Source: an optimization exercise on an open RTL-to-GDS flow (aim: small area). Production flows keep margins and buffers that such runs may drop.
The RTL was checked by simulation tests, not by an equivalence proof against the original design.
Power and IR drop assume default switching activity.

Design nunchuk_driver_top, start of the top module:
module nunchuk_driver_top(
	input clk,             
	input rst,             
	output scl,
	output sda_o,          
	output sda_oe,         
	input sda_i,           
	output [7:0] stick_x,
	output [7:0] stick_y,
	output [9:0] accel_x,
	output [9:0] accel_y,
	output [9:0] accel_z,
	output z,
	output c,
	output [47:0] segs
);
make LEC_CHECK=0 ABC_AREA=1 CAP_MARGIN=20 CORE_MARGIN=2 CORE_UTILIZATION=40 CTS_BUF_LIST=sky130_fd_sc_hd__clkbuf_4 SLEW_MARGIN=20 finish   # period 12.0 ns
run.sh (not shown) runs the stock make flow with config.mk's settings and CLKGATE_MAP_FILE= SYNTH_SCRIPT=/design/flow/synth_recipe.tcl, a recipe that flattens the netlist after the stock synthesis.
The starting point completed with no timing, DRC or antenna violations.
Change:
--- a/flow/config.mk
+++ b/flow/config.mk
@@ -10,4 +10,3 @@
 export CORE_MARGIN = 2
 export CORE_UTILIZATION = 40
-export CTS_BUF_LIST = sky130_fd_sc_hd__clkbuf_4
 export SLEW_MARGIN = 20
Die area does not change; final cell count hardly moves; design area is higher by 3.2%; global-route usage is higher by 0.14 points.
Change:
==> flow/flow/run.sh (new file) <==
#!/bin/bash
# Own layout flow: the standard synthesis, then an area-only re-mapping of the
# combinational logic between the (untouched) registers, then the standard
# ORFS layout with minimum-size port buffers and a clock tree of clkbuf_4.
# Each tool's output goes to a log file of its own in the work folder.
set -euo pipefail
W=$(pwd)
R=$W/orfs/results/${FLOW_PLATFORM:-sky130hd}/nunchuk_driver_top/base
export LIB=$FLOW_HOME/platforms/sky130hd/lib/sky130_fd_sc_hd__tt_025C_1v80.lib

# 1. standard synthesis (unchanged)
bash standard.sh synth > $W/run_synth.log 2>&1

# 2. re-map the combinational logic for area, registers kept as they are
cp $R/1_2_yosys.v $W/std_synth.v
export REMAP_IN=$W/std_synth.v REMAP_OUT=$W/remap.v REMAP_ABC=$W/flow/remap.abc
yosys -c $W/flow/remap.tcl > $W/run_remap.log 2>&1
cp $W/remap.v $R/1_2_yosys.v
rm -f $R/1_synth.odb $R/1_synth.sdc

# 3. the rest of the standard layout
export BUFFER_PORTS_ARGS="-buffer_cell sky130_fd_sc_hd__buf_1"
export CTS_ARGS="-sink_clustering_enable -repair_clock_nets -buf_list sky130_fd_sc_hd__clkbuf_4"
bash standard.sh > $W/run_layout.log 2>&1
==> flow/flow/remap.abc (new file) <==
strash
dch -f
map -a
topo
strash
dch -f
map -a
topo
strash
dch -f
map -a
topo
strash
dch -f
map -a
topo
==> flow/flow/remap.tcl (new file) <==
# Re-map the combinational cells of the standard synthesis for area.
# Registers (flip-flop cells) are kept as they are (not flattened), so their names and
# cell types stay those of the standard synthesis.
yosys read_liberty -ignore_miss_func $::env(LIB)
yosys read_verilog $::env(REMAP_IN)
yosys hierarchy -top nunchuk_driver_top
yosys setattr -mod -set keep_hierarchy 1 sky130_fd_sc_hd__*df*
yosys flatten
yosys opt_clean -purge nunchuk_driver_top
set f [open $::env(LIB) r]
set text [read $f]
close $f
set dont_use {}
foreach {m name} [regexp -all -inline {cell\s*\(\s*"?([A-Za-z0-9_]+)"?\s*\)} $text] {
  if {[string match *probe* $name] || [string match *lpflow* $name]} {
    lappend dont_use -dont_use $name
  }
}
yosys abc -script $::env(REMAP_ABC) -liberty $::env(LIB) {*}$dont_use nunchuk_driver_top
yosys opt_clean -purge nunchuk_driver_top
# cell modules back to plain library cells
yosys delete sky130_fd_sc_hd__*
yosys read_liberty -lib -ignore_miss_func $::env(LIB)
yosys hilomap -singleton -hicell sky130_fd_sc_hd__conb_1 HI -locell sky130_fd_sc_hd__conb_1 LO nunchuk_driver_top
yosys insbuf -buf sky130_fd_sc_hd__buf_1 A X nunchuk_driver_top
yosys splitnets nunchuk_driver_top
yosys opt_clean -purge nunchuk_driver_top
yosys stat -liberty $::env(LIB)
yosys check -assert nunchuk_driver_top
yosys select -module nunchuk_driver_top
yosys write_verilog -selected -noattr -nohex -nodec $::env(REMAP_OUT)
==> flow/standard.sh (new file) <==
#!/bin/bash
# synth_recipe.tcl (not shown) runs the flow's synth.tcl, then flattens the netlist and writes it again
# the make line also repeats each setting of config.mk as NAME=value (left out here)
make -C /OpenROAD-flow-scripts/flow DESIGN_CONFIG=/design/flow/config.mk WORK_HOME=/design/flow/orfs CLKGATE_MAP_FILE= SYNTH_SCRIPT=/design/flow/synth_recipe.tcl "${@:-finish}"
removed: flow/run.sh
Sequential power hardly moves.
Worst hold slack improved by 0.010 ns.
Clock power fell by 52%.
Count of clock-buffer cells in the layout went up by 5.
Change:
--- a/flow/flow/run.sh
+++ b/flow/flow/run.sh
@@ -21,4 +21,4 @@
 # 3. the rest of the standard layout
 export BUFFER_PORTS_ARGS="-buffer_cell sky130_fd_sc_hd__buf_1"
-export CTS_ARGS="-sink_clustering_enable -repair_clock_nets -buf_list sky130_fd_sc_hd__clkbuf_4"
+export CTS_ARGS="-sink_clustering_enable -repair_clock_nets -buf_list sky130_fd_sc_hd__clkbuf_4 -dont_use_dummy_load"
 bash standard.sh > $W/run_layout.log 2>&1
==> flow/flow/remap.abc (replaced) <==
strash
dch -f
amap -F 4 -A 8
topo
strash
dch -f
amap -F 4 -A 8
topo
strash
dch -f
amap -F 4 -A 8
topo
strash
dch -f
amap -F 4 -A 8
topo
The new run finished with timing, DRC and antenna clean.
Worst setup slack is worse by 0.079 ns.
Via count came out lower by 7.0%.
Fmax came out lower by 1.0%.
Die area came out lower by 4.3%.

[what the ideal ports hide]
Ports are ideal in the flow. The routed layouts listed here were re-timed in OpenROAD.
Step 1, drivers: a clkbuf_16 drives clk and a buf_2 each remaining input, both assumed.
Step 2 times the ports against the registers' clock, not the clock port: input delays grow and output delays shrink by t, the midpoint of the rising clock arrivals with the driver on.
a / b / c = no drivers / after step 1 / after step 2; a / b = the first two.
run	t (ns)	setup WS [ns]	worst setup path at the end	worst slew at a driven data input, ns	cell pins on the clock port's net
the first run	0.523	4.104 / 4.067 / 4.590	register to output	0.03	1
the second run	0.445	4.209 / 4.168 / 4.613	register to output	0.03	1
the third run	0.518	4.239 / 4.208 / 4.726	register to output	0.03	1
the fourth run	0.522	4.160 / 4.129 / 4.651	register to output	0.03	1
After both steps every run listed still meets setup and hold.
